What follows belongs to an exercise in optimizing a design on an open flow for small area; a production flow would make more cautious choices.
Function was checked by simulation only, so behaviour that the tests miss may differ from the original.
The clock port is modelled as an ideal driver; clocking choices that lean on that would not hold on a real chip.
Power figures rest on the tool's default switching activity, not on a simulated workload.

## job 9293
Design module_top, start of the top module:
module module_top (
    input  logic        clk,
    input  logic [3:0]  fil,
    input  logic        rst_in,
    input  logic        rst,
    output logic        rst_1,
    output logic [3:0]  col,
    output logic [6:0]  seg,
    output logic        seg_dot,
    output logic [3:0]  cats
);
Size in the first run: ~420 cells after synthesis, about 93 flip-flops, roughly 24 I/O pins.
clock: 10.0 ns
lec_check: 0
cap_margin: 20
core_margin: 2
core_utilization: 55
gpl_timing_driven: 0
slew_margin: 20
standard.sh (not shown) runs the stock make flow with config.mk's settings and CLKGATE_MAP_FILE= SYNTH_SCRIPT=/design/flow/synth_recipe.tcl, a recipe that flattens the netlist after the stock synthesis.
==> flow/flow/run.sh <==
#!/bin/bash
# Own layout flow: the standard flow (standard.sh) with
#  - synthesis through flow/own_synth.tcl: the standard synthesis script with
#    area-oriented ABC mapping and only full-adder cell extraction (no
#    half-adder cells); registers are mapped exactly as in the standard
#    synthesis,
#  - port buffers of the smallest buffer cell,
#  - a small clock tree built by flow/pre_cts.tcl before CTS (CTS then has
#    nothing left to buffer): the registers in CLK_GROUPS groups of
#    near-equal size by position, one CLK_BUF_CELL per group, one
#    CLK_ROOT_CELL from the clock port to the group buffers.
# Each tool's output is in orfs/logs/; make's output is in own_flow.log.
set -euo pipefail
W=$(pwd)
sed -e "s|SYNTH_SCRIPT=[^ ]*|SYNTH_SCRIPT=$W/flow/own_synth.tcl|" standard.sh > own_standard.sh
export BUFFER_PORTS_ARGS="-buffer_cell sky130_fd_sc_hd__buf_1"
export CTS_ARGS="-sink_clustering_enable -repair_clock_nets -dont_use_dummy_load -buf_list sky130_fd_sc_hd__clkbuf_1 -root_buf sky130_fd_sc_hd__clkbuf_1"
export PRE_CTS_TCL=$W/flow/pre_cts.tcl
export POST_CTS_TCL=$W/flow/post_cts.tcl
export CLK_GROUPS=6
export CLK_ROOT_INV=sky130_fd_sc_hd__inv_4
export CLK_LEAF_INV=sky130_fd_sc_hd__inv_8
bash own_standard.sh finish > own_flow.log 2>&1
==> flow/flow/post_cts.tcl <==
# Clock tree of inverters, built after CTS (which is left nothing to do):
# the registers in CLK_GROUPS groups of near-equal size by position (k-means
# with a size cap); each group is driven by one CLK_LEAF_INV at its centre,
# and one CLK_ROOT_INV between the clock port and the leaf inverters, so every
# register sees the clock through two inversions.
set ngroups $::env(CLK_GROUPS)
set db [ord::get_db]
set block [ord::get_db_block]
set leafm [$db findMaster $::env(CLK_LEAF_INV)]
set rootm [$db findMaster $::env(CLK_ROOT_INV)]
set net [$block findNet clk]
set sinks {}
foreach it [$net getITerms] {
  set bb [[$it getInst] getBBox]
  lappend sinks [list $it [expr {([$bb xMin] + [$bb xMax]) / 2.0}] [expr {([$bb yMin] + [$bb yMax]) / 2.0}]]
}
set n [llength $sinks]
set sorted [lsort -real -index 0 [lmap s $sinks {list [expr {[lindex $s 1] + [lindex $s 2]}] {*}$s}]]
set cx {}
set cy {}
for {set g 0} {$g < $ngroups} {incr g} {
  set s [lindex $sorted [expr {int(($g + 0.5) * $n / $ngroups)}]]
  lappend cx [lindex $s 2]
  lappend cy [lindex $s 3]
}
set cap [expr {($n + $ngroups - 1) / $ngroups}]
for {set iter 0} {$iter < 30} {incr iter} {
  set pairs {}
  set i 0
  foreach s $sinks {
    for {set g 0} {$g < $ngroups} {incr g} {
      lappend pairs [list [expr {abs([lindex $s 1] - [lindex $cx $g]) + abs([lindex $s 2] - [lindex $cy $g])}] $i $g]
    }
    incr i
  }
  set pairs [lsort -real -index 0 $pairs]
  set taken [lrepeat $n 0]
  set count [lrepeat $ngroups 0]
  set members [lrepeat $ngroups {}]
  foreach pr $pairs {
    lassign $pr d i g
    if {[lindex $taken $i] || [lindex $count $g] >= $cap} continue
    lset taken $i 1
    lset count $g [expr {[lindex $count $g] + 1}]
    lset members $g [concat [lindex $members $g] [list [lindex $sinks $i]]]
  }
  for {set g 0} {$g < $ngroups} {incr g} {
    set m [lindex $members $g]
    if {[llength $m] == 0} continue
    set sx 0.0
    set sy 0.0
    foreach s $m { set sx [expr {$sx + [lindex $s 1]}]; set sy [expr {$sy + [lindex $s 2]}] }
    lset cx $g [expr {$sx / [llength $m]}]
    lset cy $g [expr {$sy / [llength $m]}]
  }
}
proc place_at {inst x y} {
  $inst setLocation [expr {int($x)}] [expr {int($y)}]
  $inst setPlacementStatus PLACED
}
# root inverter at the centre of the groups
set rx 0.0
set ry 0.0
for {set g 0} {$g < $ngroups} {incr g} { set rx [expr {$rx + [lindex $cx $g]}]; set ry [expr {$ry + [lindex $cy $g]}] }
set root [odb::dbInst_create $block $rootm clkinv_root]
place_at $root [expr {$rx / $ngroups}] [expr {$ry / $ngroups}]
set rnet [odb::dbNet_create $block clknet_root]
$rnet setSigType CLOCK
[$root findITerm A] connect $net
[$root findITerm Y] connect $rnet
for {set g 0} {$g < $ngroups} {incr g} {
  set m [lindex $members $g]
  if {[llength $m] == 0} continue
  set leaf [odb::dbInst_create $block $leafm clkinv_g$g]
  place_at $leaf [lindex $cx $g] [lindex $cy $g]
  set gnet [odb::dbNet_create $block clknet_g$g]
  $gnet setSigType CLOCK
  [$leaf findITerm A] connect $rnet
  [$leaf findITerm Y] connect $gnet
  foreach s $m {
    set it [lindex $s 0]
    $it disconnect
    $it connect $gnet
  }
  puts "post_cts: group $g: [llength $m] registers"
}
puts "post_cts: clock port drives [llength [$net getITerms]] pins"
detailed_placement
check_placement -verbose
estimate_parasitics -placement
report_clock_skew
Other scripts of this flow, unchanged in this note and not shown: flow/flow/area.abc, flow/flow/own_synth.tcl, flow/flow/pre_cts.tcl
Edits applied to the flow inputs when going from job 9293 to job 4724:
diff --git a/flow/flow/run.sh b/flow/flow/run.sh
--- a/flow/flow/run.sh
+++ b/flow/flow/run.sh
@@ -20,3 +20,3 @@
-export CLK_GROUPS=6
-export CLK_ROOT_INV=sky130_fd_sc_hd__inv_4
-export CLK_LEAF_INV=sky130_fd_sc_hd__inv_8
+export CLK_GROUPS=8
+export CLK_ROOT_INV=sky130_fd_sc_hd__inv_8
+export CLK_LEAF_INV=sky130_fd_sc_hd__inv_4
- The final layout from job 4724, which completed every stage, passed the timing, design-rule and antenna checks at the end of the flow.
- Delta (job 4724 minus job 9293): power in the clock group lower; data arrival time of the critical path went down by 0.03 ns; maximum vdd drop now sits higher; net switching power went down about 4%.
- Between job 4724 and job 9293, the difference in hold slack is negligible.
- Job 4724 against job 9293: global-route track usage on met1 went down; wire length on met2 increased by 59 um relative to the old numbers; mean routed wirelength per cell now larger; final design utilization now sits lower.
- Summary of job 4724 over job 9293: overall power decreased by about 1.8% relative to the old numbers; cell area decreased by 13 um2 relative to the old numbers.
diff inputs: job 4724 => job 6746
diff --git a/flow/flow/run.sh b/flow/flow/run.sh
--- a/flow/flow/run.sh
+++ b/flow/flow/run.sh
@@ -20,3 +20,3 @@
-export CLK_GROUPS=8
-export CLK_ROOT_INV=sky130_fd_sc_hd__inv_8
-export CLK_LEAF_INV=sky130_fd_sc_hd__inv_4
+export CLK_GROUPS=6
+export CLK_ROOT_INV=sky130_fd_sc_hd__inv_4
+export CLK_LEAF_INV=sky130_fd_sc_hd__inv_6
### Flow results
- When job 6746 is set beside job 4724, its overall power of the completed layout turns out to be 0.45% smaller.
- Number of nets still failing antenna checks after routing came out exactly the same in job 4724 and job 6746.
- The lower clock network fraction of total power came out of job 6746.
- Between job 6746 and job 4724, the final cell area excluding filler cells does not differ in any meaningful way.
- Leakage power of job 6746 falls short of that of job 4724 slightly.
- Summary of job 6746 over job 4724: cell count after placement shows no meaningful change, clock skew shows no meaningful change.
- Fmax was lower in the run labelled job 6746.
- Cells: job 6746 has fewer instances than job 4724
## Diff of input files: job 9644 against job 6746
diff --git a/flow/flow/run.sh b/flow/flow/run.sh
--- a/flow/flow/run.sh
+++ b/flow/flow/run.sh
@@ -20 +20 @@
-export CLK_GROUPS=6
+export CLK_GROUPS=5
@@ -22 +22 @@
-export CLK_LEAF_INV=sky130_fd_sc_hd__inv_6
+export CLK_LEAF_INV=sky130_fd_sc_hd__inv_8
==> run notes <==
Job 9644 vs job 6746: clock power up
Job 9644 and job 6746 ended up with roughly the same final critical-path share of the clock period.
The final area was comparable across job 9644 and job 6746.
Job 6746 → job 9644: relative contribution of combinational cells to total power about even, slew of the pin with the lowest slew margin saw an increase, slack of the critical path fell by 0.0096 ns.

---

build 54:
module_top again, from the RTL that the note above started with.
clock: 10.0 ns
lec_check: 0
cap_margin: 20
core_margin: 2
core_utilization: 55
gpl_timing_driven: 0
slew_margin: 20
==> flow/flow/run.sh <==
#!/bin/bash
# Own layout flow: the standard flow (standard.sh) with
#  - synthesis through flow/own_synth.tcl: the standard synthesis script with
#    area-oriented ABC mapping and only full-adder cell extraction (no
#    half-adder cells); registers are mapped exactly as in the standard
#    synthesis,
#  - port buffers of the smallest buffer cell,
#  - a small clock tree built by flow/pre_cts.tcl before CTS (CTS then has
#    nothing left to buffer): the registers in CLK_GROUPS groups of
#    near-equal size by position, one CLK_BUF_CELL per group, one
#    CLK_ROOT_CELL from the clock port to the group buffers.
# Each tool's output is in orfs/logs/; make's output is in own_flow.log.
set -euo pipefail
W=$(pwd)
sed -e "s|SYNTH_SCRIPT=[^ ]*|SYNTH_SCRIPT=$W/flow/own_synth.tcl|" standard.sh > own_standard.sh
export BUFFER_PORTS_ARGS="-buffer_cell sky130_fd_sc_hd__buf_1"
export CTS_ARGS="-sink_clustering_enable -repair_clock_nets -dont_use_dummy_load -buf_list sky130_fd_sc_hd__clkbuf_1 -root_buf sky130_fd_sc_hd__clkbuf_1"
export PRE_CTS_TCL=$W/flow/pre_cts.tcl
export CLK_GROUPS=6
export CLK_ROOT_CELL=sky130_fd_sc_hd__clkbuf_4
export CLK_BUF_CELL=sky130_fd_sc_hd__clkbuf_8
bash own_standard.sh finish > own_flow.log 2>&1
==> flow/flow/area.abc <==
strash; dch -f; amap; topo; dnsize
==> flow/flow/own_synth.tcl <==
set ::own_flow_dir [file dirname [file normalize [info script]]]
proc synth {args} { yosys synth -nofsm -noshare {*}$args }
# area-oriented mapping: full adder cells only, ABC area mapping (area.abc)
proc extract_fa {args} { yosys extract_fa -fa }
proc abc {args} {
  global lib_args lib_dont_use_args
  yosys abc {*}$lib_args {*}$lib_dont_use_args -script $::own_flow_dir/area.abc
}
# constant outputs get the smallest buffer
proc insbuf {args} { yosys insbuf -buf sky130_fd_sc_hd__buf_1 A X }
source $::env(SCRIPTS_DIR)/synth.tcl
# left out here: clear keep_hierarchy, flatten, clean up, hide names made inside functions, write 1_2_yosys.v
==> flow/flow/pre_cts.tcl <==
# Clock buffering done here instead of by CTS: the registers are split into
# CLK_GROUPS groups of near-equal size by position (k-means with a size cap), and each group gets one clock
# buffer at its centre, driven straight from the clock port. CTS then finds
# no net left to buffer.
set ngroups $::env(CLK_GROUPS)
set bufcell $::env(CLK_BUF_CELL)
set block [ord::get_db_block]
set dbu [$block getDbUnitsPerMicron]
set net [$block findNet clk]
set sinks {}
foreach it [$net getITerms] {
  set bb [[$it getInst] getBBox]
  lappend sinks [list $it [expr {([$bb xMin] + [$bb xMax]) / 2.0}] [expr {([$bb yMin] + [$bb yMax]) / 2.0}]]
}
set n [llength $sinks]
# initial centres: spread along a diagonal sweep of sinks sorted by x+y
set sorted [lsort -real -index 0 [lmap s $sinks {list [expr {[lindex $s 1] + [lindex $s 2]}] {*}$s}]]
set cx {}
set cy {}
for {set g 0} {$g < $ngroups} {incr g} {
  set s [lindex $sorted [expr {int(($g + 0.5) * $n / $ngroups)}]]
  lappend cx [lindex $s 2]
  lappend cy [lindex $s 3]
}
set cap [expr {($n + $ngroups - 1) / $ngroups}]
for {set iter 0} {$iter < 30} {incr iter} {
  # assign each register to the nearest centre that still has room
  set pairs {}
  set i 0
  foreach s $sinks {
    for {set g 0} {$g < $ngroups} {incr g} {
      lappend pairs [list [expr {abs([lindex $s 1] - [lindex $cx $g]) + abs([lindex $s 2] - [lindex $cy $g])}] $i $g]
    }
    incr i
  }
  set pairs [lsort -real -index 0 $pairs]
  set taken [lrepeat $n 0]
  set count [lrepeat $ngroups 0]
  set members [lrepeat $ngroups {}]
  foreach pr $pairs {
    lassign $pr d i g
    if {[lindex $taken $i] || [lindex $count $g] >= $cap} continue
    lset taken $i 1
    lset count $g [expr {[lindex $count $g] + 1}]
    lset members $g [concat [lindex $members $g] [list [lindex $sinks $i]]]
  }
  for {set g 0} {$g < $ngroups} {incr g} {
    set m [lindex $members $g]
    if {[llength $m] == 0} continue
    set sx 0.0
    set sy 0.0
    foreach s $m { set sx [expr {$sx + [lindex $s 1]}]; set sy [expr {$sy + [lindex $s 2]}] }
    lset cx $g [expr {$sx / [llength $m]}]
    lset cy $g [expr {$sy / [llength $m]}]
  }
}
set skip {}
for {set g 0} {$g < $ngroups} {incr g} {
  set m [lindex $members $g]
  if {[llength $m] == 0} continue
  set pins [lmap s $m {
    set it [lindex $s 0]
    get_pins "[[$it getInst] getName]/[[$it getMTerm] getName]"
  }]
  set before [llength [$net getITerms]]
  insert_buffer -buffer_cell $bufcell -net clk -load_pins $pins \
    -location [list [expr {[lindex $cx $g] / $dbu}] [expr {[lindex $cy $g] / $dbu}]] \
    -buffer_name clkbuf_g$g -net_name clknet_g$g
  puts "pre_cts: group $g: [llength $m] registers, centre [expr {[lindex $cx $g] / $dbu}] [expr {[lindex $cy $g] / $dbu}]"
}
if {[info exists ::env(CLK_ROOT_CELL)] && $::env(CLK_ROOT_CELL) ne ""} {
  # a root buffer between the port and the group buffers, at their centre
  set sx 0.0
  set sy 0.0
  set k 0
  foreach it [$net getITerms] {
    set bb [[$it getInst] getBBox]
    set sx [expr {$sx + ([$bb xMin] + [$bb xMax]) / 2.0}]
    set sy [expr {$sy + ([$bb yMin] + [$bb yMax]) / 2.0}]
    incr k
  }
  insert_buffer -buffer_cell $::env(CLK_ROOT_CELL) -net clk \
    -location [list [expr {$sx / $k / $dbu}] [expr {$sy / $k / $dbu}]] \
    -buffer_name clkbuf_root -net_name clknet_root
}
foreach it [$net getITerms] {
  set inst [$it getInst]
  set out [$inst findITerm X]
  if {$out ne "NULL" && [$out getNet] ne "NULL"} {
    lappend skip [[$out getNet] getName]
    foreach it2 [[$out getNet] getITerms] {
      set o2 [[$it2 getInst] findITerm X]
      if {$o2 ne "NULL" && [$o2 getNet] ne "NULL"} { lappend skip [[$o2 getNet] getName] }
    }
  }
}
lappend skip clk
puts "pre_cts: clock port drives [llength [$net getITerms]] pins; CTS skips $skip"
set_cts_config -skip_nets $skip
Build 54 | status: complete | timing, DRC, antenna: pass
## Diff of input files: build 48 against build 54
==> flow/flow/run.sh <==
#!/bin/bash
# Own layout flow: the standard flow (standard.sh) with
#  - synthesis through flow/own_synth.tcl: the standard synthesis script with
#    area-oriented ABC mapping and no half/full-adder cell extraction
#    (registers are mapped exactly as in the standard synthesis),
#  - port buffers of the smallest buffer cell,
#  - a small clock tree without dummy loads.
set -euo pipefail
W=$(pwd)
sed -e "s|SYNTH_SCRIPT=[^ ]*|SYNTH_SCRIPT=$W/flow/own_synth.tcl|" standard.sh > own_standard.sh
export BUFFER_PORTS_ARGS="-buffer_cell sky130_fd_sc_hd__buf_1"
export CTS_ARGS="-sink_clustering_enable -repair_clock_nets -dont_use_dummy_load -buf_list sky130_fd_sc_hd__clkbuf_1 -root_buf sky130_fd_sc_hd__clkbuf_1"
export PRE_CTS_TCL=$W/flow/pre_cts.tcl
export CLK_GROUPS=6
export CLK_ROOT_CELL=sky130_fd_sc_hd__clkbuf_4
export CLK_BUF_CELL=sky130_fd_sc_hd__clkbuf_8
bash own_standard.sh finish > own_flow.log 2>&1
==> flow/flow/own_synth.tcl <==
proc synth {args} { yosys synth -nofsm -noshare {*}$args }
# area-oriented mapping: no half/full adder cells, plain ABC liberty mapping
proc extract_fa {args} { yosys extract_fa -fa }
proc abc {args} {
  global lib_args lib_dont_use_args
  yosys abc {*}$lib_args {*}$lib_dont_use_args
}
source $::env(SCRIPTS_DIR)/synth.tcl
# left out here: clear keep_hierarchy, flatten, clean up, hide names made inside functions, write 1_2_yosys.v
removed: flow/flow/area.abc
--- outcome ---
Diff build 54 and build 48: core utilization higher in build 48. Status: final-layout worst hold slack parity (build 54, build 48). As far as async set-reset flop share out of synthesis goes, build 54 and build 48 are indistinguishable; the numbers are identical. The higher worst setup margin came out of build 48. Compared to build 54, build 48 has routed wire length on met2 7.5% higher. Diff build 54 and build 48: ratio of final minimum period to clock period lower in build 48. Build 48 against build 54: fraction of power consumed by combinational cells moved down, largest fanout on the critical path has increased, power shrank by 4.0%.
What build 16 does differently from build 48 at the input level:
-- flow/flow/pre_cts.tcl --
<<< build 48, line 1
# Clock buffering done here instead of by CTS: the registers are split into
# CLK_GROUPS groups of near-equal size by position (k-means with a size cap), and each group gets one clock
# buffer at its centre, driven straight from the clock port. CTS then finds
# no net left to buffer.
>>> build 16, line 1
# Clock buffering done here instead of by CTS: the registers are split into
# CLK_GROUPS groups by position (k-means), and each group gets one clock
# buffer at its centre, driven straight from the clock port. CTS then finds
# no net left to buffer.
<<< build 48, line 23
  lappend cy [lindex $s 3]
}
set cap [expr {($n + $ngroups - 1) / $ngroups}]
for {set iter 0} {$iter < 30} {incr iter} {
  # assign each register to the nearest centre that still has room
  set pairs {}
  set i 0
  foreach s $sinks {
    for {set g 0} {$g < $ngroups} {incr g} {
      lappend pairs [list [expr {abs([lindex $s 1] - [lindex $cx $g]) + abs([lindex $s 2] - [lindex $cy $g])}] $i $g]
    }
    incr i
  }
  set pairs [lsort -real -index 0 $pairs]
  set taken [lrepeat $n 0]
  set count [lrepeat $ngroups 0]
  set members [lrepeat $ngroups {}]
  foreach pr $pairs {
    lassign $pr d i g
    if {[lindex $taken $i] || [lindex $count $g] >= $cap} continue
    lset taken $i 1
    lset count $g [expr {[lindex $count $g] + 1}]
    lset members $g [concat [lindex $members $g] [list [lindex $sinks $i]]]
  }
  for {set g 0} {$g < $ngroups} {incr g} {
>>> build 16, line 23
  lappend cy [lindex $s 3]
}
for {set iter 0} {$iter < 30} {incr iter} {
  set members [lrepeat $ngroups {}]
  foreach s $sinks {
    set best 0
    set bestd 1e30
    for {set g 0} {$g < $ngroups} {incr g} {
      set d [expr {abs([lindex $s 1] - [lindex $cx $g]) + abs([lindex $s 2] - [lindex $cy $g])}]
      if {$d < $bestd} { set bestd $d; set best $g }
    }
    lset members $best [concat [lindex $members $best] [list $s]]
  }
  for {set g 0} {$g < $ngroups} {incr g} {
==> comparison <==
Between build 16 and build 48, the difference in aggregate routed wire length is negligible.
In the reports for build 16 and build 48, the smaller detailed-routing iteration count for the pre-antenna-repair pass belongs to build 16.
Summary — portion of total power attributed to the clock network, build 16 relative to build 48: higher, by 0.2 points.
In build 16 relative to build 48, wire length on met3 had gone down by more than 10%.
### build 16 -> build 23
-- flow/flow/run.sh --
<<< build 16, line 2
# Own layout flow: the standard flow (standard.sh) with
#  - synthesis through flow/own_synth.tcl: the standard synthesis script with
#    area-oriented ABC mapping and no half/full-adder cell extraction
#    (registers are mapped exactly as in the standard synthesis),
#  - port buffers of the smallest buffer cell,
#  - a small clock tree without dummy loads.
set -euo pipefail
W=$(pwd)
>>> build 23, line 2
# Own layout flow: the standard flow (standard.sh) with
#  - synthesis through flow/own_synth.tcl: the standard synthesis script with
#    area-oriented ABC mapping and only full-adder cell extraction (no
#    half-adder cells); registers are mapped exactly as in the standard
#    synthesis,
#  - port buffers of the smallest buffer cell,
#  - a small clock tree built by flow/pre_cts.tcl before CTS (CTS then has
#    nothing left to buffer): the registers in CLK_GROUPS groups of
#    near-equal size by position, one CLK_BUF_CELL per group, one
#    CLK_ROOT_CELL from the clock port to the group buffers.
# Each tool's output is in orfs/logs/; make's output is in own_flow.log.
set -euo pipefail
W=$(pwd)
==> flow/flow/own_synth.tcl <==
proc synth {args} { yosys synth -nofsm -noshare {*}$args }
# area-oriented mapping: full adder cells only, plain ABC liberty mapping
proc extract_fa {args} { yosys extract_fa -fa }
proc abc {args} {
  global lib_args lib_dont_use_args
  yosys abc {*}$lib_args {*}$lib_dont_use_args
}
source $::env(SCRIPTS_DIR)/synth.tcl
# left out here: clear keep_hierarchy, flatten, clean up, hide names made inside functions, write 1_2_yosys.v
-- flow/flow/pre_cts.tcl --
<<< build 16, line 1
# Clock buffering done here instead of by CTS: the registers are split into
# CLK_GROUPS groups by position (k-means), and each group gets one clock
# buffer at its centre, driven straight from the clock port. CTS then finds
# no net left to buffer.
>>> build 23, line 1
# Clock buffering done here instead of by CTS: the registers are split into
# CLK_GROUPS groups of near-equal size by position (k-means with a size cap), and each group gets one clock
# buffer at its centre, driven straight from the clock port. CTS then finds
# no net left to buffer.
<<< build 16, line 23
  lappend cy [lindex $s 3]
}
for {set iter 0} {$iter < 30} {incr iter} {
  set members [lrepeat $ngroups {}]
  foreach s $sinks {
    set best 0
    set bestd 1e30
    for {set g 0} {$g < $ngroups} {incr g} {
      set d [expr {abs([lindex $s 1] - [lindex $cx $g]) + abs([lindex $s 2] - [lindex $cy $g])}]
      if {$d < $bestd} { set bestd $d; set best $g }
    }
    lset members $best [concat [lindex $members $best] [list $s]]
  }
  for {set g 0} {$g < $ngroups} {incr g} {
>>> build 23, line 23
  lappend cy [lindex $s 3]
}
set cap [expr {($n + $ngroups - 1) / $ngroups}]
for {set iter 0} {$iter < 30} {incr iter} {
  # assign each register to the nearest centre that still has room
  set pairs {}
  set i 0
  foreach s $sinks {
    for {set g 0} {$g < $ngroups} {incr g} {
      lappend pairs [list [expr {abs([lindex $s 1] - [lindex $cx $g]) + abs([lindex $s 2] - [lindex $cy $g])}] $i $g]
    }
    incr i
  }
  set pairs [lsort -real -index 0 $pairs]
  set taken [lrepeat $n 0]
  set count [lrepeat $ngroups 0]
  set members [lrepeat $ngroups {}]
  foreach pr $pairs {
    lassign $pr d i g
    if {[lindex $taken $i] || [lindex $count $g] >= $cap} continue
    lset taken $i 1
    lset count $g [expr {[lindex $count $g] + 1}]
    lset members $g [concat [lindex $members $g] [list [lindex $sinks $i]]]
  }
  for {set g 0} {$g < $ngroups} {incr g} {
==> run notes <==
Peak per-stage delay on the critical path on build 23 is up relative to build 16. Lower net switching power among build 23 and build 16: build 23. As far as number of post-CTS setup repair buffers goes, build 16 and build 23 are indistinguishable; the numbers are identical. Internal power of the cells across build 23 and build 16: no real change. As far as total power after layout is concerned, build 16 and build 23 perform about the same. Taking build 16 as the reference, in build 23 fmax decreased about 1%; global-route usage did not really move; sequential cell count held steady; share of the clock period used by the worst path rose 0.51 points.

[re-timing with driven ports]
The flow's constraints put no driver on any port. The routed layouts listed below were extracted and timed again, unchanged, in two steps. Step 1, drivers: a clkbuf_16 drives clk and a buf_2 each remaining input, both assumed. Step 2 times the ports against the registers' clock, not the clock port: input delays grow and output delays shrink by t, the midpoint of the rising clock arrivals with the driver on. Slacks: no drivers / after step 1 / after step 2; pairs: no drivers / after step 1.
| run | shift t [ns] | setup slack, ns | hold slack, ns | worst setup path at the end | worst register clock-pin slew, ns |
|---|---|---|---|---|---|
| job 9293 | 0.281 | 4.855 / 4.824 / 5.105 | 0.383 / 0.383 / 0.383 | register to output | 0.09 / 0.09 |
| job 4724 | 0.211 | 4.886 / 4.841 / 5.052 | 0.385 / 0.385 / 0.385 | register to output | 0.11 / 0.11 |
| job 6746 | 0.264 | 4.834 / 4.802 / 5.066 | 0.385 / 0.385 / 0.385 | register to output | 0.11 / 0.11 |
| job 9644 | 0.262 | 4.825 / 4.793 / 5.055 | 0.384 / 0.384 / 0.384 | register to output | 0.10 / 0.10 |
| build 54 | 0.436 | 4.633 / 4.607 / 5.043 | 0.384 / 0.384 / 0.384 | register to output | 0.10 / 0.10 |
| build 48 | 0.421 | 5.014 / 4.987 / 5.408 | 0.382 / 0.382 / 0.382 | register to output | 0.10 / 0.10 |
| build 16 | 0.427 | 5.065 / 5.039 / 5.466 | 0.359 / 0.359 / 0.359 | register to output | 0.12 / 0.12 |
| build 23 | 0.421 | 5.014 / 4.987 / 5.408 | 0.382 / 0.382 / 0.382 | register to output | 0.10 / 0.10 |
After both steps setup and hold are still met in every run listed.
